Background: an optimization exercise with open tools, aiming at small area and a short achievable clock period. Do not read the settings as production practice.
For this run, only the layout was checked, not whether the RTL still works.
Power and IR drop assume default switching activity.

File: flow/design.v
module CPU(clock,reset,MemData,MemOut,rd,wr,PC,IR,MBR,AC,MAR,SR);
input clock;
input reset;
input signed [15:0] MemData;
output reg signed [15:0] MemOut;
output reg [10:0] PC,MAR;
output reg signed [15:0] IR,MBR;
output signed [15:0] AC;
output reg wr,rd;
output [3:0] SR;    
reg [2:0] state;
reg signed [15:0] ACr;      
reg [3:0] SRr;
reg accSel;                 
wire [3:0] op = IR[15:12];
wire       m  = IR[11];
wire        ld   = (op == 4'h1);
wire        sub  = (op == 4'h4);
wire        ls   = ld | (op == 4'h3) | sub;   
wire        mul  = (op == 4'h5);
wire        dv   = (op == 4'h6);
wire        sa   = ACr[15];
wire [15:0] lorA;
assign lorA[0] = 1'b0;
genvar ga;
generate
  for (ga = 1; ga < 16; ga = ga + 1) begin : la
    assign lorA[ga] = |ACr[ga-1:0];
  end
endgenerate
wire [15:0] absa = {16{dv}} & (ACr ^ ({16{sa}} & lorA));
reg  [15:0] absAr;
always @(posedge clock) absAr <= absa;
reg ldq, subq, lsq, mulq, dvq;
always @(posedge clock) begin
  ldq <= ld; subq <= sub; lsq <= ls; mulq <= mul; dvq <= dv;
end
wire [15:0] d1, B1c;
wire        cin1;
wire [5:0] s3_r, s3_q;
cpu_s3 u_s3(.MemData(MemData), .IRlo(IR[11:0]), .dv(dvq), .sub(subq), .absAr(absAr),
            .ACr(ACr), .d1(d1), .cin1(cin1), .B1c(B1c), .r_out(s3_r), .q_out(s3_q));
reg [15:0] B1r;
reg        cinr, d1s;
always @(posedge clock)
  if (state == 3'd3) begin
    B1r <= B1c; cinr <= cin1; d1s <= d1[15];
  end
reg [5:0] p1r, p1q;
always @(posedge clock) begin
  p1r <= s3_r;
  p1q <= s3_q;
end
wire [13:0] s4_r;
wire [7:0] s4_q;
cpu_s4 u_s4(.p1r(p1r), .absAr(absAr), .ACr(ACr), .B1r(B1r), .cinr(cinr), .dv(dvq),
            .r_out(s4_r), .q_out(s4_q));
reg [13:0] p2r;
reg [13:0] p2q;
always @(posedge clock) begin
  p2r <= s4_r;
  p2q <= {p1q, s4_q};
end
wire [15:0] res;
wire [3:0]  resf;
cpu_s0 u_s0(.p2r(p2r), .p2q(p2q), .absAr(absAr), .ACr(ACr), .SRr(SRr), .accSel(accSel),
            .B1r(B1r), .cinr(cinr), .d1s(d1s), .dv(dvq), .mul(mulq), .ls(lsq), .ld(ldq), .sub(subq),
            .res(res), .resf(resf), .AC(AC), .SR(SR));
always @(posedge clock) begin
  if (reset) begin
    PC <= 0; MAR <= 0; IR <= 0; MBR <= 0; ACr <= 0; MemOut <= 0; SRr <= 0;
    rd <= 1; wr <= 0;
    accSel <= 0;
    state <= 0;
  end else
  case (state)
  0: begin
    rd <= 1; wr <= 0;
    MAR <= PC;
    if (accSel) begin
      ACr <= res;
      SRr <= resf;
    end
    accSel <= 0;
    state <= 1;
  end
  1: begin
    rd <= 1; wr <= 0;
    IR <= MemData;
    PC <= PC + 1'b1;
    state <= 2;
  end
  2: begin
    if (m) MAR <= IR[10:0];
    state <= 3;
  end
  3: begin
    state <= 4;
    case (op)
      4'h1, 4'h3, 4'h4, 4'h5, 4'h6: MBR <= d1;
      4'h2: begin MBR <= ACr; rd <= 0; wr <= 1; end
      4'h7: begin PC <= MAR; state <= 0; end
      4'h8: if (SRr[3]) begin PC <= MAR; state <= 0; end
      default: ;
    endcase
  end
  4: begin
    state <= 0;
    case (op)
      4'h2: MemOut <= MBR;
      4'h1, 4'h3, 4'h4, 4'h5, 4'h6: accSel <= 1'b1;
      default: ;
    endcase
  end
  default: state <= 0;
  endcase
end
endmodule
module cpu_s3(input [15:0] MemData, input [11:0] IRlo, input dv, input sub,
              input [15:0] absAr, input [15:0] ACr,
              output [15:0] d1, output cin1, output [15:0] B1c,
              output [5:0] r_out, output [5:0] q_out);
assign d1   = IRlo[11] ? MemData : {5'b0, IRlo[10:0]};    
assign cin1 = (dv & ~d1[15]) | sub;
assign B1c  = d1 ^ {16{cin1}};
wire w1 = absAr[15] & B1c[0];
wire w2 = absAr[15] | B1c[0];
wire w3 = w1 | (w2 & cin1);
wire w4 = w2 & 1'b0;
wire w5 = w3 & (d1[15] ? (&d1[15:1]) : ~(|d1[15:1]));
wire w6 = dv ? w5 : ACr[15];
wire [0:0] r7;
assign r7[0] = absAr[15] ^ (w6 & (B1c[0] ^ cin1));
wire w8 = absAr[14] & B1c[0];
wire w9 = absAr[14] | B1c[0];
wire w10 = r7[0] & B1c[1];
wire w11 = r7[0] | B1c[1];
wire w12 = w8 | (w9 & cin1);
wire w13 = w9 & 1'b0;
wire w14 = w10 | (w11 & w12);
wire w15 = w11 & w13;
wire w16 = w14 & (d1[15] ? (&d1[15:2]) : ~(|d1[15:2]));
wire w17 = dv ? w16 : ACr[14];
wire [1:0] r18;
assign r18[0] = absAr[14] ^ (w17 & (B1c[0] ^ cin1));
assign r18[1] = r7[0] ^ (w17 & (B1c[1] ^ w12));
wire w19 = absAr[13] & B1c[0];
wire w20 = absAr[13] | B1c[0];
wire w21 = r18[0] & B1c[1];
wire w22 = r18[0] | B1c[1];
wire w23 = r18[1] & B1c[2];
wire w24 = r18[1] | B1c[2];
wire w25 = w19 | (w20 & cin1);
wire w26 = w20 & 1'b0;
wire w27 = w23 | (w24 & w21);
wire w28 = w24 & w22;
wire w29 = w21 | (w22 & w25);
wire w30 = w22 & w26;
wire w31 = w27 | (w28 & w25);
wire w32 = w28 & w26;
wire w33 = w31 & (d1[15] ? (&d1[15:3]) : ~(|d1[15:3]));
wire w34 = dv ? w33 : ACr[13];
wire [2:0] r35;
assign r35[0] = absAr[13] ^ (w34 & (B1c[0] ^ cin1));
assign r35[1] = r18[0] ^ (w34 & (B1c[1] ^ w25));
assign r35[2] = r18[1] ^ (w34 & (B1c[2] ^ w29));
wire w36 = absAr[12] & B1c[0];
wire w37 = absAr[12] | B1c[0];
wire w38 = r35[0] & B1c[1];
wire w39 = r35[0] | B1c[1];
wire w40 = r35[1] & B1c[2];
wire w41 = r35[1] | B1c[2];
wire w42 = r35[2] & B1c[3];
wire w43 = r35[2] | B1c[3];
wire w44 = w36 | (w37 & cin1);
wire w45 = w37 & 1'b0;
wire w46 = w40 | (w41 & w38);
wire w47 = w41 & w39;
wire w48 = w38 | (w39 & w44);
wire w49 = w39 & w45;
wire w50 = w46 | (w47 & w44);
wire w51 = w47 & w45;
wire w52 = w42 | (w43 & w50);
wire w53 = w43 & w51;
wire w54 = w52 & (d1[15] ? (&d1[15:4]) : ~(|d1[15:4]));
wire w55 = dv ? w54 : ACr[12];
wire [3:0] r56;
assign r56[0] = absAr[12] ^ (w55 & (B1c[0] ^ cin1));
assign r56[1] = r35[0] ^ (w55 & (B1c[1] ^ w44));
assign r56[2] = r35[1] ^ (w55 & (B1c[2] ^ w48));
assign r56[3] = r35[2] ^ (w55 & (B1c[3] ^ w50));
wire w57 = absAr[11] & B1c[0];
wire w58 = absAr[11] | B1c[0];
wire w59 = r56[0] & B1c[1];
wire w60 = r56[0] | B1c[1];
wire w61 = r56[1] & B1c[2];
wire w62 = r56[1] | B1c[2];
wire w63 = r56[2] & B1c[3];
wire w64 = r56[2] | B1c[3];
wire w65 = r56[3] & B1c[4];
wire w66 = r56[3] | B1c[4];
wire w67 = w57 | (w58 & cin1);
wire w68 = w58 & 1'b0;
wire w69 = w61 | (w62 & w59);
wire w70 = w62 & w60;
wire w71 = w65 | (w66 & w63);
wire w72 = w66 & w64;
wire w73 = w59 | (w60 & w67);
wire w74 = w60 & w68;
wire w75 = w69 | (w70 & w67);
wire w76 = w70 & w68;
wire w77 = w63 | (w64 & w75);
wire w78 = w64 & w76;
wire w79 = w71 | (w72 & w75);
wire w80 = w72 & w76;
wire w81 = w79 & (d1[15] ? (&d1[15:5]) : ~(|d1[15:5]));
wire w82 = dv ? w81 : ACr[11];
wire [4:0] r83;
assign r83[0] = absAr[11] ^ (w82 & (B1c[0] ^ cin1));
assign r83[1] = r56[0] ^ (w82 & (B1c[1] ^ w67));
assign r83[2] = r56[1] ^ (w82 & (B1c[2] ^ w73));
assign r83[3] = r56[2] ^ (w82 & (B1c[3] ^ w75));
assign r83[4] = r56[3] ^ (w82 & (B1c[4] ^ w77));
wire w84 = absAr[10] & B1c[0];
wire w85 = absAr[10] | B1c[0];
wire w86 = r83[0] & B1c[1];
wire w87 = r83[0] | B1c[1];
wire w88 = r83[1] & B1c[2];
wire w89 = r83[1] | B1c[2];
wire w90 = r83[2] & B1c[3];
wire w91 = r83[2] | B1c[3];
wire w92 = r83[3] & B1c[4];
wire w93 = r83[3] | B1c[4];
wire w94 = r83[4] & B1c[5];
wire w95 = r83[4] | B1c[5];
wire w96 = w84 | (w85 & cin1);
wire w97 = w85 & 1'b0;
wire w98 = w88 | (w89 & w86);
wire w99 = w89 & w87;
wire w100 = w92 | (w93 & w90);
wire w101 = w93 & w91;
wire w102 = w86 | (w87 & w96);
wire w103 = w87 & w97;
wire w104 = w98 | (w99 & w96);
wire w105 = w99 & w97;
wire w106 = w94 | (w95 & w100);
wire w107 = w95 & w101;
wire w108 = w90 | (w91 & w104);
wire w109 = w91 & w105;
wire w110 = w100 | (w101 & w104);
wire w111 = w101 & w105;
wire w112 = w106 | (w107 & w104);
wire w113 = w107 & w105;
wire w114 = w112 & (d1[15] ? (&d1[15:6]) : ~(|d1[15:6]));
wire w115 = dv ? w114 : ACr[10];
wire [5:0] r116;
assign r116[0] = absAr[10] ^ (w115 & (B1c[0] ^ cin1));
assign r116[1] = r83[0] ^ (w115 & (B1c[1] ^ w96));
assign r116[2] = r83[1] ^ (w115 & (B1c[2] ^ w102));
assign r116[3] = r83[2] ^ (w115 & (B1c[3] ^ w104));
assign r116[4] = r83[3] ^ (w115 & (B1c[4] ^ w108));
assign r116[5] = r83[4] ^ (w115 & (B1c[5] ^ w110));
assign r_out = r116;
assign q_out = {w5, w16, w33, w54, w81, w114};
endmodule
module cpu_s4(input [5:0] p1r, input [15:0] absAr, input [15:0] ACr,
              input [15:0] B1r, input cinr, input dv,
              output [13:0] r_out, output [7:0] q_out);
wire w117 = absAr[9] & B1r[0];
wire w118 = absAr[9] | B1r[0];
wire w119 = p1r[0] & B1r[1];
wire w120 = p1r[0] | B1r[1];
wire w121 = p1r[1] & B1r[2];
wire w122 = p1r[1] | B1r[2];
wire w123 = p1r[2] & B1r[3];
wire w124 = p1r[2] | B1r[3];
wire w125 = p1r[3] & B1r[4];
wire w126 = p1r[3] | B1r[4];
wire w127 = p1r[4] & B1r[5];
wire w128 = p1r[4] | B1r[5];
wire w129 = p1r[5] & B1r[6];
wire w130 = p1r[5] | B1r[6];
wire w131 = w117 | (w118 & cinr);
wire w132 = w118 & 1'b0;
wire w133 = w121 | (w122 & w119);
wire w134 = w122 & w120;
wire w135 = w125 | (w126 & w123);
wire w136 = w126 & w124;
wire w137 = w129 | (w130 & w127);
wire w138 = w130 & w128;
wire w139 = w119 | (w120 & w131);
wire w140 = w120 & w132;
wire w141 = w133 | (w134 & w131);
wire w142 = w134 & w132;
wire w143 = w127 | (w128 & w135);
wire w144 = w128 & w136;
wire w145 = w137 | (w138 & w135);
wire w146 = w138 & w136;
wire w147 = w123 | (w124 & w141);
wire w148 = w124 & w142;
wire w149 = w135 | (w136 & w141);
wire w150 = w136 & w142;
wire w151 = w143 | (w144 & w141);
wire w152 = w144 & w142;
wire w153 = w145 | (w146 & w141);
wire w154 = w146 & w142;
wire w155 = w153 & (&B1r[15:7]);
wire w156 = dv ? w155 : ACr[9];
wire [6:0] r157;
assign r157[0] = absAr[9] ^ (w156 & (B1r[0] ^ cinr));
assign r157[1] = p1r[0] ^ (w156 & (B1r[1] ^ w131));
assign r157[2] = p1r[1] ^ (w156 & (B1r[2] ^ w139));
assign r157[3] = p1r[2] ^ (w156 & (B1r[3] ^ w141));
assign r157[4] = p1r[3] ^ (w156 & (B1r[4] ^ w147));
assign r157[5] = p1r[4] ^ (w156 & (B1r[5] ^ w149));
assign r157[6] = p1r[5] ^ (w156 & (B1r[6] ^ w151));
wire w158 = absAr[8] & B1r[0];
wire w159 = absAr[8] | B1r[0];
wire w160 = r157[0] & B1r[1];
wire w161 = r157[0] | B1r[1];
wire w162 = r157[1] & B1r[2];
wire w163 = r157[1] | B1r[2];
wire w164 = r157[2] & B1r[3];
wire w165 = r157[2] | B1r[3];
wire w166 = r157[3] & B1r[4];
wire w167 = r157[3] | B1r[4];
wire w168 = r157[4] & B1r[5];
wire w169 = r157[4] | B1r[5];
wire w170 = r157[5] & B1r[6];
wire w171 = r157[5] | B1r[6];
wire w172 = r157[6] & B1r[7];
wire w173 = r157[6] | B1r[7];
wire w174 = w158 | (w159 & cinr);
wire w175 = w159 & 1'b0;
wire w176 = w162 | (w163 & w160);
wire w177 = w163 & w161;
wire w178 = w166 | (w167 & w164);
wire w179 = w167 & w165;
wire w180 = w170 | (w171 & w168);
wire w181 = w171 & w169;
wire w182 = w160 | (w161 & w174);
wire w183 = w161 & w175;
wire w184 = w176 | (w177 & w174);
wire w185 = w177 & w175;
wire w186 = w168 | (w169 & w178);
wire w187 = w169 & w179;
wire w188 = w180 | (w181 & w178);
wire w189 = w181 & w179;
wire w190 = w164 | (w165 & w184);
wire w191 = w165 & w185;
wire w192 = w178 | (w179 & w184);
wire w193 = w179 & w185;
wire w194 = w186 | (w187 & w184);
wire w195 = w187 & w185;
wire w196 = w188 | (w189 & w184);
wire w197 = w189 & w185;
wire w198 = w172 | (w173 & w196);
wire w199 = w173 & w197;
wire w200 = w198 & (&B1r[15:8]);
wire w201 = dv ? w200 : ACr[8];
wire [7:0] r202;
assign r202[0] = absAr[8] ^ (w201 & (B1r[0] ^ cinr));
assign r202[1] = r157[0] ^ (w201 & (B1r[1] ^ w174));
assign r202[2] = r157[1] ^ (w201 & (B1r[2] ^ w182));
assign r202[3] = r157[2] ^ (w201 & (B1r[3] ^ w184));
assign r202[4] = r157[3] ^ (w201 & (B1r[4] ^ w190));
assign r202[5] = r157[4] ^ (w201 & (B1r[5] ^ w192));
assign r202[6] = r157[5] ^ (w201 & (B1r[6] ^ w194));
assign r202[7] = r157[6] ^ (w201 & (B1r[7] ^ w196));
wire w203 = absAr[7] & B1r[0];
wire w204 = absAr[7] | B1r[0];
wire w205 = r202[0] & B1r[1];
wire w206 = r202[0] | B1r[1];
wire w207 = r202[1] & B1r[2];
wire w208 = r202[1] | B1r[2];
wire w209 = r202[2] & B1r[3];
wire w210 = r202[2] | B1r[3];
wire w211 = r202[3] & B1r[4];
wire w212 = r202[3] | B1r[4];
wire w213 = r202[4] & B1r[5];
wire w214 = r202[4] | B1r[5];
wire w215 = r202[5] & B1r[6];
wire w216 = r202[5] | B1r[6];
wire w217 = r202[6] & B1r[7];
wire w218 = r202[6] | B1r[7];
wire w219 = r202[7] & B1r[8];
wire w220 = r202[7] | B1r[8];
wire w221 = w203 | (w204 & cinr);
wire w222 = w204 & 1'b0;
wire w223 = w207 | (w208 & w205);
wire w224 = w208 & w206;
wire w225 = w211 | (w212 & w209);
wire w226 = w212 & w210;
wire w227 = w215 | (w216 & w213);
wire w228 = w216 & w214;
wire w229 = w219 | (w220 & w217);
wire w230 = w220 & w218;
wire w231 = w205 | (w206 & w221);
wire w232 = w206 & w222;
wire w233 = w223 | (w224 & w221);
wire w234 = w224 & w222;
wire w235 = w213 | (w214 & w225);
wire w236 = w214 & w226;
wire w237 = w227 | (w228 & w225);
wire w238 = w228 & w226;
wire w239 = w209 | (w210 & w233);
wire w240 = w210 & w234;
wire w241 = w225 | (w226 & w233);
wire w242 = w226 & w234;
wire w243 = w235 | (w236 & w233);
wire w244 = w236 & w234;
wire w245 = w237 | (w238 & w233);
wire w246 = w238 & w234;
wire w247 = w217 | (w218 & w245);
wire w248 = w218 & w246;
wire w249 = w229 | (w230 & w245);
wire w250 = w230 & w246;
wire w251 = w249 & (&B1r[15:9]);
wire w252 = dv ? w251 : ACr[7];
wire [8:0] r253;
assign r253[0] = absAr[7] ^ (w252 & (B1r[0] ^ cinr));
assign r253[1] = r202[0] ^ (w252 & (B1r[1] ^ w221));
assign r253[2] = r202[1] ^ (w252 & (B1r[2] ^ w231));
assign r253[3] = r202[2] ^ (w252 & (B1r[3] ^ w233));
assign r253[4] = r202[3] ^ (w252 & (B1r[4] ^ w239));
assign r253[5] = r202[4] ^ (w252 & (B1r[5] ^ w241));
assign r253[6] = r202[5] ^ (w252 & (B1r[6] ^ w243));
assign r253[7] = r202[6] ^ (w252 & (B1r[7] ^ w245));
assign r253[8] = r202[7] ^ (w252 & (B1r[8] ^ w247));
wire w254 = absAr[6] & B1r[0];
wire w255 = absAr[6] | B1r[0];
wire w256 = r253[0] & B1r[1];
wire w257 = r253[0] | B1r[1];
wire w258 = r253[1] & B1r[2];
wire w259 = r253[1] | B1r[2];
wire w260 = r253[2] & B1r[3];
wire w261 = r253[2] | B1r[3];
wire w262 = r253[3] & B1r[4];
wire w263 = r253[3] | B1r[4];
wire w264 = r253[4] & B1r[5];
wire w265 = r253[4] | B1r[5];
wire w266 = r253[5] & B1r[6];
wire w267 = r253[5] | B1r[6];
wire w268 = r253[6] & B1r[7];
wire w269 = r253[6] | B1r[7];
wire w270 = r253[7] & B1r[8];
wire w271 = r253[7] | B1r[8];
wire w272 = r253[8] & B1r[9];
wire w273 = r253[8] | B1r[9];
wire w274 = w254 | (w255 & cinr);
wire w275 = w255 & 1'b0;
wire w276 = w258 | (w259 & w256);
wire w277 = w259 & w257;
wire w278 = w262 | (w263 & w260);
wire w279 = w263 & w261;
wire w280 = w266 | (w267 & w264);
wire w281 = w267 & w265;
wire w282 = w270 | (w271 & w268);
wire w283 = w271 & w269;
wire w284 = w256 | (w257 & w274);
wire w285 = w257 & w275;
wire w286 = w276 | (w277 & w274);
wire w287 = w277 & w275;
wire w288 = w264 | (w265 & w278);
wire w289 = w265 & w279;
wire w290 = w280 | (w281 & w278);
wire w291 = w281 & w279;
wire w292 = w272 | (w273 & w282);
wire w293 = w273 & w283;
wire w294 = w260 | (w261 & w286);
wire w295 = w261 & w287;
wire w296 = w278 | (w279 & w286);
wire w297 = w279 & w287;
wire w298 = w288 | (w289 & w286);
wire w299 = w289 & w287;
wire w300 = w290 | (w291 & w286);
wire w301 = w291 & w287;
wire w302 = w268 | (w269 & w300);
wire w303 = w269 & w301;
wire w304 = w282 | (w283 & w300);
wire w305 = w283 & w301;
wire w306 = w292 | (w293 & w300);
wire w307 = w293 & w301;
wire w308 = w306 & (&B1r[15:10]);
wire w309 = dv ? w308 : ACr[6];
wire [9:0] r310;
assign r310[0] = absAr[6] ^ (w309 & (B1r[0] ^ cinr));
assign r310[1] = r253[0] ^ (w309 & (B1r[1] ^ w274));
assign r310[2] = r253[1] ^ (w309 & (B1r[2] ^ w284));
assign r310[3] = r253[2] ^ (w309 & (B1r[3] ^ w286));
assign r310[4] = r253[3] ^ (w309 & (B1r[4] ^ w294));
assign r310[5] = r253[4] ^ (w309 & (B1r[5] ^ w296));
assign r310[6] = r253[5] ^ (w309 & (B1r[6] ^ w298));
assign r310[7] = r253[6] ^ (w309 & (B1r[7] ^ w300));
assign r310[8] = r253[7] ^ (w309 & (B1r[8] ^ w302));
assign r310[9] = r253[8] ^ (w309 & (B1r[9] ^ w304));
wire w311 = absAr[5] & B1r[0];
wire w312 = absAr[5] | B1r[0];
wire w313 = r310[0] & B1r[1];
wire w314 = r310[0] | B1r[1];
wire w315 = r310[1] & B1r[2];
wire w316 = r310[1] | B1r[2];
wire w317 = r310[2] & B1r[3];
wire w318 = r310[2] | B1r[3];
wire w319 = r310[3] & B1r[4];
wire w320 = r310[3] | B1r[4];
wire w321 = r310[4] & B1r[5];
wire w322 = r310[4] | B1r[5];
wire w323 = r310[5] & B1r[6];
wire w324 = r310[5] | B1r[6];
wire w325 = r310[6] & B1r[7];
wire w326 = r310[6] | B1r[7];
wire w327 = r310[7] & B1r[8];
wire w328 = r310[7] | B1r[8];
wire w329 = r310[8] & B1r[9];
wire w330 = r310[8] | B1r[9];
wire w331 = r310[9] & B1r[10];
wire w332 = r310[9] | B1r[10];
wire w333 = w311 | (w312 & cinr);
wire w334 = w312 & 1'b0;
wire w335 = w315 | (w316 & w313);
wire w336 = w316 & w314;
wire w337 = w319 | (w320 & w317);
wire w338 = w320 & w318;
wire w339 = w323 | (w324 & w321);
wire w340 = w324 & w322;
wire w341 = w327 | (w328 & w325);
wire w342 = w328 & w326;
wire w343 = w331 | (w332 & w329);
wire w344 = w332 & w330;
wire w345 = w313 | (w314 & w333);
wire w346 = w314 & w334;
wire w347 = w335 | (w336 & w333);
wire w348 = w336 & w334;
wire w349 = w321 | (w322 & w337);
wire w350 = w322 & w338;
wire w351 = w339 | (w340 & w337);
wire w352 = w340 & w338;
wire w353 = w329 | (w330 & w341);
wire w354 = w330 & w342;
wire w355 = w343 | (w344 & w341);
wire w356 = w344 & w342;
wire w357 = w317 | (w318 & w347);
wire w358 = w318 & w348;
wire w359 = w337 | (w338 & w347);
wire w360 = w338 & w348;
wire w361 = w349 | (w350 & w347);
wire w362 = w350 & w348;
wire w363 = w351 | (w352 & w347);
wire w364 = w352 & w348;
wire w365 = w325 | (w326 & w363);
wire w366 = w326 & w364;
wire w367 = w341 | (w342 & w363);
wire w368 = w342 & w364;
wire w369 = w353 | (w354 & w363);
wire w370 = w354 & w364;
wire w371 = w355 | (w356 & w363);
wire w372 = w356 & w364;
wire w373 = w371 & (&B1r[15:11]);
wire w374 = dv ? w373 : ACr[5];
wire [10:0] r375;
assign r375[0] = absAr[5] ^ (w374 & (B1r[0] ^ cinr));
assign r375[1] = r310[0] ^ (w374 & (B1r[1] ^ w333));
assign r375[2] = r310[1] ^ (w374 & (B1r[2] ^ w345));
assign r375[3] = r310[2] ^ (w374 & (B1r[3] ^ w347));
assign r375[4] = r310[3] ^ (w374 & (B1r[4] ^ w357));
assign r375[5] = r310[4] ^ (w374 & (B1r[5] ^ w359));
assign r375[6] = r310[5] ^ (w374 & (B1r[6] ^ w361));
assign r375[7] = r310[6] ^ (w374 & (B1r[7] ^ w363));
assign r375[8] = r310[7] ^ (w374 & (B1r[8] ^ w365));
assign r375[9] = r310[8] ^ (w374 & (B1r[9] ^ w367));
assign r375[10] = r310[9] ^ (w374 & (B1r[10] ^ w369));
wire w376 = absAr[4] & B1r[0];
wire w377 = absAr[4] | B1r[0];
wire w378 = r375[0] & B1r[1];
wire w379 = r375[0] | B1r[1];
wire w380 = r375[1] & B1r[2];
wire w381 = r375[1] | B1r[2];
wire w382 = r375[2] & B1r[3];
wire w383 = r375[2] | B1r[3];
wire w384 = r375[3] & B1r[4];
wire w385 = r375[3] | B1r[4];
wire w386 = r375[4] & B1r[5];
wire w387 = r375[4] | B1r[5];
wire w388 = r375[5] & B1r[6];
wire w389 = r375[5] | B1r[6];
wire w390 = r375[6] & B1r[7];
wire w391 = r375[6] | B1r[7];
wire w392 = r375[7] & B1r[8];
wire w393 = r375[7] | B1r[8];
wire w394 = r375[8] & B1r[9];
wire w395 = r375[8] | B1r[9];
wire w396 = r375[9] & B1r[10];
wire w397 = r375[9] | B1r[10];
wire w398 = r375[10] & B1r[11];
wire w399 = r375[10] | B1r[11];
wire w400 = w376 | (w377 & cinr);
wire w401 = w377 & 1'b0;
wire w402 = w380 | (w381 & w378);
wire w403 = w381 & w379;
wire w404 = w384 | (w385 & w382);
wire w405 = w385 & w383;
wire w406 = w388 | (w389 & w386);
wire w407 = w389 & w387;
wire w408 = w392 | (w393 & w390);
wire w409 = w393 & w391;
wire w410 = w396 | (w397 & w394);
wire w411 = w397 & w395;
wire w412 = w378 | (w379 & w400);
wire w413 = w379 & w401;
wire w414 = w402 | (w403 & w400);
wire w415 = w403 & w401;
wire w416 = w386 | (w387 & w404);
wire w417 = w387 & w405;
wire w418 = w406 | (w407 & w404);
wire w419 = w407 & w405;
wire w420 = w394 | (w395 & w408);
wire w421 = w395 & w409;
wire w422 = w410 | (w411 & w408);
wire w423 = w411 & w409;
wire w424 = w382 | (w383 & w414);
wire w425 = w383 & w415;
wire w426 = w404 | (w405 & w414);
wire w427 = w405 & w415;
wire w428 = w416 | (w417 & w414);
wire w429 = w417 & w415;
wire w430 = w418 | (w419 & w414);
wire w431 = w419 & w415;
wire w432 = w398 | (w399 & w422);
wire w433 = w399 & w423;
wire w434 = w390 | (w391 & w430);
wire w435 = w391 & w431;
wire w436 = w408 | (w409 & w430);
wire w437 = w409 & w431;
wire w438 = w420 | (w421 & w430);
wire w439 = w421 & w431;
wire w440 = w422 | (w423 & w430);
wire w441 = w423 & w431;
wire w442 = w432 | (w433 & w430);
wire w443 = w433 & w431;
wire w444 = w442 & (&B1r[15:12]);
wire w445 = dv ? w444 : ACr[4];
wire [11:0] r446;
assign r446[0] = absAr[4] ^ (w445 & (B1r[0] ^ cinr));
assign r446[1] = r375[0] ^ (w445 & (B1r[1] ^ w400));
assign r446[2] = r375[1] ^ (w445 & (B1r[2] ^ w412));
assign r446[3] = r375[2] ^ (w445 & (B1r[3] ^ w414));
assign r446[4] = r375[3] ^ (w445 & (B1r[4] ^ w424));
assign r446[5] = r375[4] ^ (w445 & (B1r[5] ^ w426));
assign r446[6] = r375[5] ^ (w445 & (B1r[6] ^ w428));
assign r446[7] = r375[6] ^ (w445 & (B1r[7] ^ w430));
assign r446[8] = r375[7] ^ (w445 & (B1r[8] ^ w434));
assign r446[9] = r375[8] ^ (w445 & (B1r[9] ^ w436));
assign r446[10] = r375[9] ^ (w445 & (B1r[10] ^ w438));
assign r446[11] = r375[10] ^ (w445 & (B1r[11] ^ w440));
wire w447 = absAr[3] & B1r[0];
wire w448 = absAr[3] | B1r[0];
wire w449 = r446[0] & B1r[1];
wire w450 = r446[0] | B1r[1];
wire w451 = r446[1] & B1r[2];
wire w452 = r446[1] | B1r[2];
wire w453 = r446[2] & B1r[3];
wire w454 = r446[2] | B1r[3];
wire w455 = r446[3] & B1r[4];
wire w456 = r446[3] | B1r[4];
wire w457 = r446[4] & B1r[5];
wire w458 = r446[4] | B1r[5];
wire w459 = r446[5] & B1r[6];
wire w460 = r446[5] | B1r[6];
wire w461 = r446[6] & B1r[7];
wire w462 = r446[6] | B1r[7];
wire w463 = r446[7] & B1r[8];
wire w464 = r446[7] | B1r[8];
wire w465 = r446[8] & B1r[9];
wire w466 = r446[8] | B1r[9];
wire w467 = r446[9] & B1r[10];
wire w468 = r446[9] | B1r[10];
wire w469 = r446[10] & B1r[11];
wire w470 = r446[10] | B1r[11];
wire w471 = r446[11] & B1r[12];
wire w472 = r446[11] | B1r[12];
wire w473 = w447 | (w448 & cinr);
wire w474 = w448 & 1'b0;
wire w475 = w451 | (w452 & w449);
wire w476 = w452 & w450;
wire w477 = w455 | (w456 & w453);
wire w478 = w456 & w454;
wire w479 = w459 | (w460 & w457);
wire w480 = w460 & w458;
wire w481 = w463 | (w464 & w461);
wire w482 = w464 & w462;
wire w483 = w467 | (w468 & w465);
wire w484 = w468 & w466;
wire w485 = w471 | (w472 & w469);
wire w486 = w472 & w470;
wire w487 = w449 | (w450 & w473);
wire w488 = w450 & w474;
wire w489 = w475 | (w476 & w473);
wire w490 = w476 & w474;
wire w491 = w457 | (w458 & w477);
wire w492 = w458 & w478;
wire w493 = w479 | (w480 & w477);
wire w494 = w480 & w478;
wire w495 = w465 | (w466 & w481);
wire w496 = w466 & w482;
wire w497 = w483 | (w484 & w481);
wire w498 = w484 & w482;
wire w499 = w453 | (w454 & w489);
wire w500 = w454 & w490;
wire w501 = w477 | (w478 & w489);
wire w502 = w478 & w490;
wire w503 = w491 | (w492 & w489);
wire w504 = w492 & w490;
wire w505 = w493 | (w494 & w489);
wire w506 = w494 & w490;
wire w507 = w469 | (w470 & w497);
wire w508 = w470 & w498;
wire w509 = w485 | (w486 & w497);
wire w510 = w486 & w498;
wire w511 = w461 | (w462 & w505);
wire w512 = w462 & w506;
wire w513 = w481 | (w482 & w505);
wire w514 = w482 & w506;
wire w515 = w495 | (w496 & w505);
wire w516 = w496 & w506;
wire w517 = w497 | (w498 & w505);
wire w518 = w498 & w506;
wire w519 = w507 | (w508 & w505);
wire w520 = w508 & w506;
wire w521 = w509 | (w510 & w505);
wire w522 = w510 & w506;
wire w523 = w521 & (&B1r[15:13]);
wire w524 = dv ? w523 : ACr[3];
wire [12:0] r525;
assign r525[0] = absAr[3] ^ (w524 & (B1r[0] ^ cinr));
assign r525[1] = r446[0] ^ (w524 & (B1r[1] ^ w473));
assign r525[2] = r446[1] ^ (w524 & (B1r[2] ^ w487));
assign r525[3] = r446[2] ^ (w524 & (B1r[3] ^ w489));
assign r525[4] = r446[3] ^ (w524 & (B1r[4] ^ w499));
assign r525[5] = r446[4] ^ (w524 & (B1r[5] ^ w501));
assign r525[6] = r446[5] ^ (w524 & (B1r[6] ^ w503));
assign r525[7] = r446[6] ^ (w524 & (B1r[7] ^ w505));
assign r525[8] = r446[7] ^ (w524 & (B1r[8] ^ w511));
assign r525[9] = r446[8] ^ (w524 & (B1r[9] ^ w513));
assign r525[10] = r446[9] ^ (w524 & (B1r[10] ^ w515));
assign r525[11] = r446[10] ^ (w524 & (B1r[11] ^ w517));
assign r525[12] = r446[11] ^ (w524 & (B1r[12] ^ w519));
wire w526 = absAr[2] & B1r[0];
wire w527 = absAr[2] | B1r[0];
wire w528 = r525[0] & B1r[1];
wire w529 = r525[0] | B1r[1];
wire w530 = r525[1] & B1r[2];
wire w531 = r525[1] | B1r[2];
wire w532 = r525[2] & B1r[3];
wire w533 = r525[2] | B1r[3];
wire w534 = r525[3] & B1r[4];
wire w535 = r525[3] | B1r[4];
wire w536 = r525[4] & B1r[5];
wire w537 = r525[4] | B1r[5];
wire w538 = r525[5] & B1r[6];
wire w539 = r525[5] | B1r[6];
wire w540 = r525[6] & B1r[7];
wire w541 = r525[6] | B1r[7];
wire w542 = r525[7] & B1r[8];
wire w543 = r525[7] | B1r[8];
wire w544 = r525[8] & B1r[9];
wire w545 = r525[8] | B1r[9];
wire w546 = r525[9] & B1r[10];
wire w547 = r525[9] | B1r[10];
wire w548 = r525[10] & B1r[11];
wire w549 = r525[10] | B1r[11];
wire w550 = r525[11] & B1r[12];
wire w551 = r525[11] | B1r[12];
wire w552 = r525[12] & B1r[13];
wire w553 = r525[12] | B1r[13];
wire w554 = w526 | (w527 & cinr);
wire w555 = w527 & 1'b0;
wire w556 = w530 | (w531 & w528);
wire w557 = w531 & w529;
wire w558 = w534 | (w535 & w532);
wire w559 = w535 & w533;
wire w560 = w538 | (w539 & w536);
wire w561 = w539 & w537;
wire w562 = w542 | (w543 & w540);
wire w563 = w543 & w541;
wire w564 = w546 | (w547 & w544);
wire w565 = w547 & w545;
wire w566 = w550 | (w551 & w548);
wire w567 = w551 & w549;
wire w568 = w528 | (w529 & w554);
wire w569 = w529 & w555;
wire w570 = w556 | (w557 & w554);
wire w571 = w557 & w555;
wire w572 = w536 | (w537 & w558);
wire w573 = w537 & w559;
wire w574 = w560 | (w561 & w558);
wire w575 = w561 & w559;
wire w576 = w544 | (w545 & w562);
wire w577 = w545 & w563;
wire w578 = w564 | (w565 & w562);
wire w579 = w565 & w563;
wire w580 = w552 | (w553 & w566);
wire w581 = w553 & w567;
wire w582 = w532 | (w533 & w570);
wire w583 = w533 & w571;
wire w584 = w558 | (w559 & w570);
wire w585 = w559 & w571;
wire w586 = w572 | (w573 & w570);
wire w587 = w573 & w571;
wire w588 = w574 | (w575 & w570);
wire w589 = w575 & w571;
wire w590 = w548 | (w549 & w578);
wire w591 = w549 & w579;
wire w592 = w566 | (w567 & w578);
wire w593 = w567 & w579;
wire w594 = w580 | (w581 & w578);
wire w595 = w581 & w579;
wire w596 = w540 | (w541 & w588);
wire w597 = w541 & w589;
wire w598 = w562 | (w563 & w588);
wire w599 = w563 & w589;
wire w600 = w576 | (w577 & w588);
wire w601 = w577 & w589;
wire w602 = w578 | (w579 & w588);
wire w603 = w579 & w589;
wire w604 = w590 | (w591 & w588);
wire w605 = w591 & w589;
wire w606 = w592 | (w593 & w588);
wire w607 = w593 & w589;
wire w608 = w594 | (w595 & w588);
wire w609 = w595 & w589;
wire w610 = w608 & (&B1r[15:14]);
wire w611 = dv ? w610 : ACr[2];
wire [13:0] r612;
assign r612[0] = absAr[2] ^ (w611 & (B1r[0] ^ cinr));
assign r612[1] = r525[0] ^ (w611 & (B1r[1] ^ w554));
assign r612[2] = r525[1] ^ (w611 & (B1r[2] ^ w568));
assign r612[3] = r525[2] ^ (w611 & (B1r[3] ^ w570));
assign r612[4] = r525[3] ^ (w611 & (B1r[4] ^ w582));
assign r612[5] = r525[4] ^ (w611 & (B1r[5] ^ w584));
assign r612[6] = r525[5] ^ (w611 & (B1r[6] ^ w586));
assign r612[7] = r525[6] ^ (w611 & (B1r[7] ^ w588));
assign r612[8] = r525[7] ^ (w611 & (B1r[8] ^ w596));
assign r612[9] = r525[8] ^ (w611 & (B1r[9] ^ w598));
assign r612[10] = r525[9] ^ (w611 & (B1r[10] ^ w600));
assign r612[11] = r525[10] ^ (w611 & (B1r[11] ^ w602));
assign r612[12] = r525[11] ^ (w611 & (B1r[12] ^ w604));
assign r612[13] = r525[12] ^ (w611 & (B1r[13] ^ w606));
assign r_out = r612;
assign q_out = {w155, w200, w251, w308, w373, w444, w523, w610};
endmodule
module cpu_s0(input [13:0] p2r, input [13:0] p2q, input [15:0] absAr,
              input [15:0] ACr, input [3:0] SRr, input accSel,
              input [15:0] B1r, input cinr, input d1s,
              input dv, input mul, input ls, input ld, input sub,
              output [15:0] res, output [3:0] resf, output [15:0] AC, output [3:0] SR);
wire w613 = absAr[1] & B1r[0];
wire w614 = absAr[1] | B1r[0];
wire w615 = p2r[0] & B1r[1];
wire w616 = p2r[0] | B1r[1];
wire w617 = p2r[1] & B1r[2];
wire w618 = p2r[1] | B1r[2];
wire w619 = p2r[2] & B1r[3];
wire w620 = p2r[2] | B1r[3];
wire w621 = p2r[3] & B1r[4];
wire w622 = p2r[3] | B1r[4];
wire w623 = p2r[4] & B1r[5];
wire w624 = p2r[4] | B1r[5];
wire w625 = p2r[5] & B1r[6];
wire w626 = p2r[5] | B1r[6];
wire w627 = p2r[6] & B1r[7];
wire w628 = p2r[6] | B1r[7];
wire w629 = p2r[7] & B1r[8];
wire w630 = p2r[7] | B1r[8];
wire w631 = p2r[8] & B1r[9];
wire w632 = p2r[8] | B1r[9];
wire w633 = p2r[9] & B1r[10];
wire w634 = p2r[9] | B1r[10];
wire w635 = p2r[10] & B1r[11];
wire w636 = p2r[10] | B1r[11];
wire w637 = p2r[11] & B1r[12];
wire w638 = p2r[11] | B1r[12];
wire w639 = p2r[12] & B1r[13];
wire w640 = p2r[12] | B1r[13];
wire w641 = p2r[13] & B1r[14];
wire w642 = p2r[13] | B1r[14];
wire w643 = w613 | (w614 & cinr);
wire w644 = w614 & 1'b0;
wire w645 = w617 | (w618 & w615);
wire w646 = w618 & w616;
wire w647 = w621 | (w622 & w619);
wire w648 = w622 & w620;
wire w649 = w625 | (w626 & w623);
wire w650 = w626 & w624;
wire w651 = w629 | (w630 & w627);
wire w652 = w630 & w628;
wire w653 = w633 | (w634 & w631);
wire w654 = w634 & w632;
wire w655 = w637 | (w638 & w635);
wire w656 = w638 & w636;
wire w657 = w641 | (w642 & w639);
wire w658 = w642 & w640;
wire w659 = w615 | (w616 & w643);
wire w660 = w616 & w644;
wire w661 = w645 | (w646 & w643);
wire w662 = w646 & w644;
wire w663 = w623 | (w624 & w647);
wire w664 = w624 & w648;
wire w665 = w649 | (w650 & w647);
wire w666 = w650 & w648;
wire w667 = w631 | (w632 & w651);
wire w668 = w632 & w652;
wire w669 = w653 | (w654 & w651);
wire w670 = w654 & w652;
wire w671 = w639 | (w640 & w655);
wire w672 = w640 & w656;
wire w673 = w657 | (w658 & w655);
wire w674 = w658 & w656;
wire w675 = w619 | (w620 & w661);
wire w676 = w620 & w662;
wire w677 = w647 | (w648 & w661);
wire w678 = w648 & w662;
wire w679 = w663 | (w664 & w661);
wire w680 = w664 & w662;
wire w681 = w665 | (w666 & w661);
wire w682 = w666 & w662;
wire w683 = w635 | (w636 & w669);
wire w684 = w636 & w670;
wire w685 = w655 | (w656 & w669);
wire w686 = w656 & w670;
wire w687 = w671 | (w672 & w669);
wire w688 = w672 & w670;
wire w689 = w673 | (w674 & w669);
wire w690 = w674 & w670;
wire w691 = w627 | (w628 & w681);
wire w692 = w628 & w682;
wire w693 = w651 | (w652 & w681);
wire w694 = w652 & w682;
wire w695 = w667 | (w668 & w681);
wire w696 = w668 & w682;
wire w697 = w669 | (w670 & w681);
wire w698 = w670 & w682;
wire w699 = w683 | (w684 & w681);
wire w700 = w684 & w682;
wire w701 = w685 | (w686 & w681);
wire w702 = w686 & w682;
wire w703 = w687 | (w688 & w681);
wire w704 = w688 & w682;
wire w705 = w689 | (w690 & w681);
wire w706 = w690 & w682;
wire w707 = w705 & (&B1r[15:15]);
wire w708 = dv ? w707 : ACr[1];
wire [14:0] r709;
assign r709[0] = absAr[1] ^ (w708 & (B1r[0] ^ cinr));
assign r709[1] = p2r[0] ^ (w708 & (B1r[1] ^ w643));
assign r709[2] = p2r[1] ^ (w708 & (B1r[2] ^ w659));
assign r709[3] = p2r[2] ^ (w708 & (B1r[3] ^ w661));
assign r709[4] = p2r[3] ^ (w708 & (B1r[4] ^ w675));
assign r709[5] = p2r[4] ^ (w708 & (B1r[5] ^ w677));
assign r709[6] = p2r[5] ^ (w708 & (B1r[6] ^ w679));
assign r709[7] = p2r[6] ^ (w708 & (B1r[7] ^ w681));
assign r709[8] = p2r[7] ^ (w708 & (B1r[8] ^ w691));
assign r709[9] = p2r[8] ^ (w708 & (B1r[9] ^ w693));
assign r709[10] = p2r[9] ^ (w708 & (B1r[10] ^ w695));
assign r709[11] = p2r[10] ^ (w708 & (B1r[11] ^ w697));
assign r709[12] = p2r[11] ^ (w708 & (B1r[12] ^ w699));
assign r709[13] = p2r[12] ^ (w708 & (B1r[13] ^ w701));
assign r709[14] = p2r[13] ^ (w708 & (B1r[14] ^ w703));
wire w710 = ls ? (~ld & ACr[0]) : absAr[0];
wire w711 = ls ? (~ld & ACr[1]) : r709[0];
wire w712 = ls ? (~ld & ACr[2]) : r709[1];
wire w713 = ls ? (~ld & ACr[3]) : r709[2];
wire w714 = ls ? (~ld & ACr[4]) : r709[3];
wire w715 = ls ? (~ld & ACr[5]) : r709[4];
wire w716 = ls ? (~ld & ACr[6]) : r709[5];
wire w717 = ls ? (~ld & ACr[7]) : r709[6];
wire w718 = ls ? (~ld & ACr[8]) : r709[7];
wire w719 = ls ? (~ld & ACr[9]) : r709[8];
wire w720 = ls ? (~ld & ACr[10]) : r709[9];
wire w721 = ls ? (~ld & ACr[11]) : r709[10];
wire w722 = ls ? (~ld & ACr[12]) : r709[11];
wire w723 = ls ? (~ld & ACr[13]) : r709[12];
wire w724 = ls ? (~ld & ACr[14]) : r709[13];
wire w725 = ls ? (~ld & ACr[15]) : r709[14];
wire w726 = w710 & B1r[0];
wire w727 = w710 | B1r[0];
wire w728 = w711 & B1r[1];
wire w729 = w711 | B1r[1];
wire w730 = w712 & B1r[2];
wire w731 = w712 | B1r[2];
wire w732 = w713 & B1r[3];
wire w733 = w713 | B1r[3];
wire w734 = w714 & B1r[4];
wire w735 = w714 | B1r[4];
wire w736 = w715 & B1r[5];
wire w737 = w715 | B1r[5];
wire w738 = w716 & B1r[6];
wire w739 = w716 | B1r[6];
wire w740 = w717 & B1r[7];
wire w741 = w717 | B1r[7];
wire w742 = w718 & B1r[8];
wire w743 = w718 | B1r[8];
wire w744 = w719 & B1r[9];
wire w745 = w719 | B1r[9];
wire w746 = w720 & B1r[10];
wire w747 = w720 | B1r[10];
wire w748 = w721 & B1r[11];
wire w749 = w721 | B1r[11];
wire w750 = w722 & B1r[12];
wire w751 = w722 | B1r[12];
wire w752 = w723 & B1r[13];
wire w753 = w723 | B1r[13];
wire w754 = w724 & B1r[14];
wire w755 = w724 | B1r[14];
wire w756 = w725 & B1r[15];
wire w757 = w725 | B1r[15];
wire w758 = w726 | (w727 & cinr);
wire w759 = w727 & 1'b0;
wire w760 = w730 | (w731 & w728);
wire w761 = w731 & w729;
wire w762 = w734 | (w735 & w732);
wire w763 = w735 & w733;
wire w764 = w738 | (w739 & w736);
wire w765 = w739 & w737;
wire w766 = w742 | (w743 & w740);
wire w767 = w743 & w741;
wire w768 = w746 | (w747 & w744);
wire w769 = w747 & w745;
wire w770 = w750 | (w751 & w748);
wire w771 = w751 & w749;
wire w772 = w754 | (w755 & w752);
wire w773 = w755 & w753;
wire w774 = w728 | (w729 & w758);
wire w775 = w729 & w759;
wire w776 = w760 | (w761 & w758);
wire w777 = w761 & w759;
wire w778 = w736 | (w737 & w762);
wire w779 = w737 & w763;
wire w780 = w764 | (w765 & w762);
wire w781 = w765 & w763;
wire w782 = w744 | (w745 & w766);
wire w783 = w745 & w767;
wire w784 = w768 | (w769 & w766);
wire w785 = w769 & w767;
wire w786 = w752 | (w753 & w770);
wire w787 = w753 & w771;
wire w788 = w772 | (w773 & w770);
wire w789 = w773 & w771;
wire w790 = w732 | (w733 & w776);
wire w791 = w733 & w777;
wire w792 = w762 | (w763 & w776);
wire w793 = w763 & w777;
wire w794 = w778 | (w779 & w776);
wire w795 = w779 & w777;
wire w796 = w780 | (w781 & w776);
wire w797 = w781 & w777;
wire w798 = w748 | (w749 & w784);
wire w799 = w749 & w785;
wire w800 = w770 | (w771 & w784);
wire w801 = w771 & w785;
wire w802 = w786 | (w787 & w784);
wire w803 = w787 & w785;
wire w804 = w788 | (w789 & w784);
wire w805 = w789 & w785;
wire w806 = w740 | (w741 & w796);
wire w807 = w741 & w797;
wire w808 = w766 | (w767 & w796);
wire w809 = w767 & w797;
wire w810 = w782 | (w783 & w796);
wire w811 = w783 & w797;
wire w812 = w784 | (w785 & w796);
wire w813 = w785 & w797;
wire w814 = w798 | (w799 & w796);
wire w815 = w799 & w797;
wire w816 = w800 | (w801 & w796);
wire w817 = w801 & w797;
wire w818 = w802 | (w803 & w796);
wire w819 = w803 & w797;
wire w820 = w804 | (w805 & w796);
wire w821 = w805 & w797;
wire w822 = w756 | (w757 & w820);
wire w823 = w757 & w821;
wire w824 = w822 & 1'b1;
wire lastc = w822;     
wire w825 = dv ? w824 : (~mul | ACr[0]);
wire [15:0] r826;
assign r826[0] = w710 ^ (w825 & (B1r[0] ^ cinr));
assign r826[1] = w711 ^ (w825 & (B1r[1] ^ w758));
assign r826[2] = w712 ^ (w825 & (B1r[2] ^ w774));
assign r826[3] = w713 ^ (w825 & (B1r[3] ^ w776));
assign r826[4] = w714 ^ (w825 & (B1r[4] ^ w790));
assign r826[5] = w715 ^ (w825 & (B1r[5] ^ w792));
assign r826[6] = w716 ^ (w825 & (B1r[6] ^ w794));
assign r826[7] = w717 ^ (w825 & (B1r[7] ^ w796));
assign r826[8] = w718 ^ (w825 & (B1r[8] ^ w806));
assign r826[9] = w719 ^ (w825 & (B1r[9] ^ w808));
assign r826[10] = w720 ^ (w825 & (B1r[10] ^ w810));
assign r826[11] = w721 ^ (w825 & (B1r[11] ^ w812));
assign r826[12] = w722 ^ (w825 & (B1r[12] ^ w814));
assign r826[13] = w723 ^ (w825 & (B1r[13] ^ w816));
assign r826[14] = w724 ^ (w825 & (B1r[14] ^ w818));
assign r826[15] = w725 ^ (w825 & (B1r[15] ^ w820));
wire [15:0] qu = {p2q, w707, w824};
wire [15:0] prod = r826;             
wire        sa   = ACr[15];
wire        dz   = cinr & (&B1r);           
wire        negq = sa ^ d1s;
wire [15:0] lowor;
assign lowor[0] = 1'b0;
genvar gi;
generate
  for (gi = 1; gi < 16; gi = gi + 1) begin : lo
    assign lowor[gi] = |qu[gi-1:0];
  end
endgenerate
wire [15:0] quot  = dz ? 16'd0 : (qu ^ ({16{negq}} & lowor));
assign      res   = dv ? quot : prod;
wire        resz  = dv ? (dz | ~|qu) : ~|prod;
wire        as_   = ls & ~ld;
wire        resc  = as_ & (lastc ^ sub);
wire        resv  = as_ & (ACr[15] == B1r[15]) & (prod[15] != ACr[15]);
assign      resf  = {resz, res[15], resc, resv};
assign AC = accSel ? res : ACr;
assign SR = accSel ? resf : SRr;
endmodule
File: flow/flow/run.sh
#!/bin/bash
set -euo pipefail
MARGIN=$(python3 -c "print(round(${FLOW_PERIOD_NS} - 12.5, 3))")
bash standard.sh SETUP_SLACK_MARGIN=$MARGIN "BUFFER_PORTS_ARGS=-buffer_cell sky130_fd_sc_hd__buf_1" finish > standard_flow.log 2>&1
File: flow/standard.sh
#!/bin/bash
# synth_recipe.tcl (not shown) runs the flow's synth.tcl, then flattens the netlist and writes it again
# the make line also repeats each setting of config.mk as NAME=value (left out here)
make -C /OpenROAD-flow-scripts/flow DESIGN_CONFIG=/design/flow/config.mk WORK_HOME=/design/flow/orfs CLKGATE_MAP_FILE= SYNTH_SCRIPT=/design/flow/synth_recipe.tcl "${@:-finish}"
File: flow/config.mk
export PLATFORM = sky130hd
export DESIGN_NAME = CPU
export DESIGN_NICKNAME = CPU
export VERILOG_FILES = /design/flow/design.v
export SDC_FILE = /design/flow/constraint.sdc
export NUM_CORES = 4
export LEC_CHECK = 0
export ABC_AREA = 1
export CAP_MARGIN = 20
export CORE_MARGIN = 2
export CORE_UTILIZATION = 40
export SLEW_MARGIN = 20
export SYNTH_HIERARCHICAL = 1
File: flow/constraint.sdc
create_clock -name core_clock -period 32.0 [get_ports {clock}]
set_input_delay 6.4000 -clock core_clock [delete_from_list [all_inputs] [get_ports {clock}]]
set_output_delay 6.4000 -clock core_clock [all_outputs]
set_load 0.01 [all_outputs]
==> flow_metrics.tcl <==
set metrics [dict create \
    core_um2 44120 \
    yosysWarningCount 7 \
    clock-sinks 175 \
    drt_iter0_markers 1380 \
    fmax_ghz 0.08425 \
    hold_buffers 0 \
    initial_core_util_pct 40.51 \
    synth_most_common_cell "nand2_1" \
    grt_max_degree 38 \
    hold_ws_ps 335.0 \
    seqCellArea_um2 3684 \
    rsz0062_at_grt "false" \
    drt_first_pass_iters 6 \
    worstPathRequired_ps 25600 \
    vias 18864 \
    relSlewSlack_pct 33.28 \
    dieArea_um2 46390 \
    min_from "p1q[1]" \
    setup_viol_count_final 0 \
    port_buffers 109 \
    syn-num-nets 3052 \
    drt-met1-wl_mm 25.55 \
    critical_path.startpoint_type "register" \
    crit_fanout 29 \
    synth_edf_count 18 \
    max_stage_delay_ps 670 \
    die_width_um 215.4 \
    antenna_found_initial 2 \
    path_common_cell "nand2_2" \
    ir_drop_uv 34.82 \
    synth_cells 3033 \
    leakage_nw 9.557 \
    fin_nets 3101 \
    cts_inserted_buffers 17 \
    finish.utilization_pct 42.86 \
    fin_skew_ps 10.53 \
    dpl_cell_area_um2 18190 \
    maxUsedRoutingLayer "met5" \
    fin_crit_ps 11870 \
    regToRegEndpoint "p2r[6]" \
    multiInputGateArea_um2 11610 \
    drive_gt1_share_pct 13.05 \
    dp_cells 3643 \
    crit_type "reg2out" \
    holdPathStages 0 \
    clk_pin_slew_worst_paths_ps 70 \
    synth_seq_cells 175 \
    synth_ff_type "dfxtp_1" \
    fin_setup_tns_ps 0 \
    cap_violations 0 \
    rr_worst_depth 87 \
    n_fill_cell 4846 \
    ios 110 \
    grt_pass1_vias 17285 \
    synthArstFlopShare_pct 0 \
    yosys-top-cells-count "1028 x nand2_1, 372 x inv_1, 296 x nand3_1" \
    finalCritPeriodShare_pct 37.09 \
    num_rows 77 \
    cts_buffer_depth 2 \
    areaGrowthSynthToFinish_pct 5.810 \
    vias_per_cell 5.116 \
    hpwl_mm 42.98 \
    status "timing/DRC/antenna clean" \
    holdPathEnd "p2q[9]" \
    tritoncts "done" \
    synth_largest_area_cell "nand2_1" \
    ant_nets 0 \
    die_h_um 215.4 \
    gp_congestion 0.9272 \
    grt_pass1_wl_mm 88.81 \
    wl_per_cell_um 15.00 \
    syn_avg_cell_area_um2 5.893 \
    clockRootBuffer "clkbuf_16" \
    rrSetupSlack_ps 20950 \
    worstPathArrival_ps 5470 \
    drc 0 \
    diodes 0 \
    grtUsageTotal_pct 23.52 \
    layoutNonFillerInstCount 3687 \
    slew_violations 0 \
    wl_mm 55.30 \
    grt-ovfl-total 0 \
    routed-wl-met2_mm 25.34 \
    yosysTopAreaCellShare_pct 21.59 \
    hold_class "reg2reg" \
    timing.rr.start "B1r[15]" \
    route.met3.wl_mm 2.951 \
    synth_cell_types 60 \
    htree_levels 4 \
    worstMarginPinSlew_ps 997.1 \
    synth_area_um2 17870 \
    netlist_top_cells_area "nand2_1 22%, dfxtp_1 18%, nand3_1 8.3%" \
    yosysSeqAreaShare_pct 20.61 \
    power.density_nw_per_um2 30.43 \
    crit_path_end_kind "output port" \
    stdcell_area_um2 18910 \
    clock_latency_ps 450 \
    cp_slowest_cell "edfxtp_1" \
    hold_viol_final 0 \
]
==> routing by layer <==
metal  track usage, %  vias to the layer above
met4            7.448                        2
li1                 -                     9601
met3            3.044                       79
met5                0                        -
met2            39.83                      503
met1            31.00                     8679
==> through the flow <==
step	worst slack (ps)	power [mW]
2_1_floorplan	21650	0.3381
3_3_place_gp	20350	0.3666
3_5_place_dp	20320	0.3681
4_1_cts	20000	0.5749
5_1_grt	19540	0.6024
6_report	20130	0.5755
==> flip-flops by register name, indices dropped and copies added, names as in the netlist, 6 cells and up <==
name    cells
ACr        16
B1r        16
IR         16
MBR        16
MemOut     16
absAr      16
p2q        14
p2r        14
MAR        11
PC         11
p1q         6
p1r         6
==> Yosys stat by module, one instance, submodules excluded <==
module,cells inside,cell area (um^2),flip-flops and latches,copies in the design
CPU,730,6178,175,1
cpu_s4,1201,6397,0,1
cpu_s3,411,2004,0,1
cpu_s0,691,3293,0,1
==> worst max-delay path, delay by kind of cell, from the launching register on <==
family | cells | cell delay, ps
compound gates | 5 | 1110
simple gates | 24 | 3020
buf+inv | 2 | 210
flops | 1 | 670
==> area by class of cell <==
type / count / share of cell area [%]
clock inverter: 13 / 0.6417
timing repair buffer: 137 / 3.506
inverter: 434 / 8.667
clock buffer: 19 / 2.402
tap: 592 / 3.917
sequential: 175 / 19.48
multi-input combinational: 2317 / 61.39
==> cell families after synthesis <==
group	synth area share [%]
and+or+nand+nor	49.42
DFF	20.61
xor gates and xnor gates	5.061
adders and majority gates	0.06999
AOI/OAI and AO/OA	10.36
buffers and inverters	14.48
==> power breakdown <==
group	internal, mW	switching [mW]	leakage (nW)	total, mW
sequential	0.229	0.00779	1.44	0.237
combinational	0.0364	0.0929	7.83	0.129
clock	0.107	0.102	0.286	0.209
total	0.373	0.203	9.56	0.576
==> cells in the final DEF, fill, tap and decap left out, types with 16 or more instances in the layout <==
| cell | count |
|---|---|
| a21oi_1 | 127 |
| buf_1 | 109 |
| buf_4 | 24 |
| clkbuf_16 | 18 |
| dfxtp_1 | 157 |
| edfxtp_1 | 18 |
| inv_1 | 372 |
| inv_2 | 46 |
| nand2_1 | 1028 |
| nand2_2 | 108 |
| nand2_4 | 27 |
| nand3_1 | 296 |
| nand3_2 | 77 |
| nand3b_1 | 24 |
| nand4_1 | 16 |
| nor2_1 | 209 |
| nor2_2 | 29 |
| nor3_1 | 18 |
| o21ai_0 | 131 |
| o21ai_1 | 39 |
| xor2_1 | 88 |
==> how the worst max path moves through the flow <==
stage | from | slack [ps] | to | cells after the start
after floorplan | MemData[15] | 21650 | p1r[2] | 51
after global placement | MemData[15] | 20350 | p1r[0] | 40
after detailed placement | MemData[15] | 20320 | p1r[0] | 48
after CTS | B1r[2] | 20000 | AC[10] | 31
after global routing | B1r[8] | 19540 | p2r[6] | 88
final | B1r[1] | 20130 | AC[12] | 31
==> repair_timing <==
action	in CTS	in global routing
buffers inserted	0	12
endpoints found under the setup margin	0	16
gates resized for setup	0	2

-- re-timing with driven ports --
The flow's constraints put no driver on any port. The routed layout listed below was extracted and timed again, unchanged, in two steps. Step 1, drivers: a clkbuf_16 drives clock and a buf_2 each remaining input, both assumed. Step 2 also shifts input and output timing later by t, the mid clock arrival at the registers, as if the neighbouring blocks saw the same clock. a / b / c = ideal ports / drivers / drivers and shift; a / b = the first two.
t, ns: 0.500
slack for setup (ns): 20.130 / 20.075 / 20.215
hold WS [ns]: 0.335 / 0.335 / 0.335
worst register clock-pin slew, ns: 0.08 / 0.08
After both steps setup and hold are still met in this run. For this run, drivers alone change the setup slack by -0.055 ns; drivers and shift together by +0.085 ns.
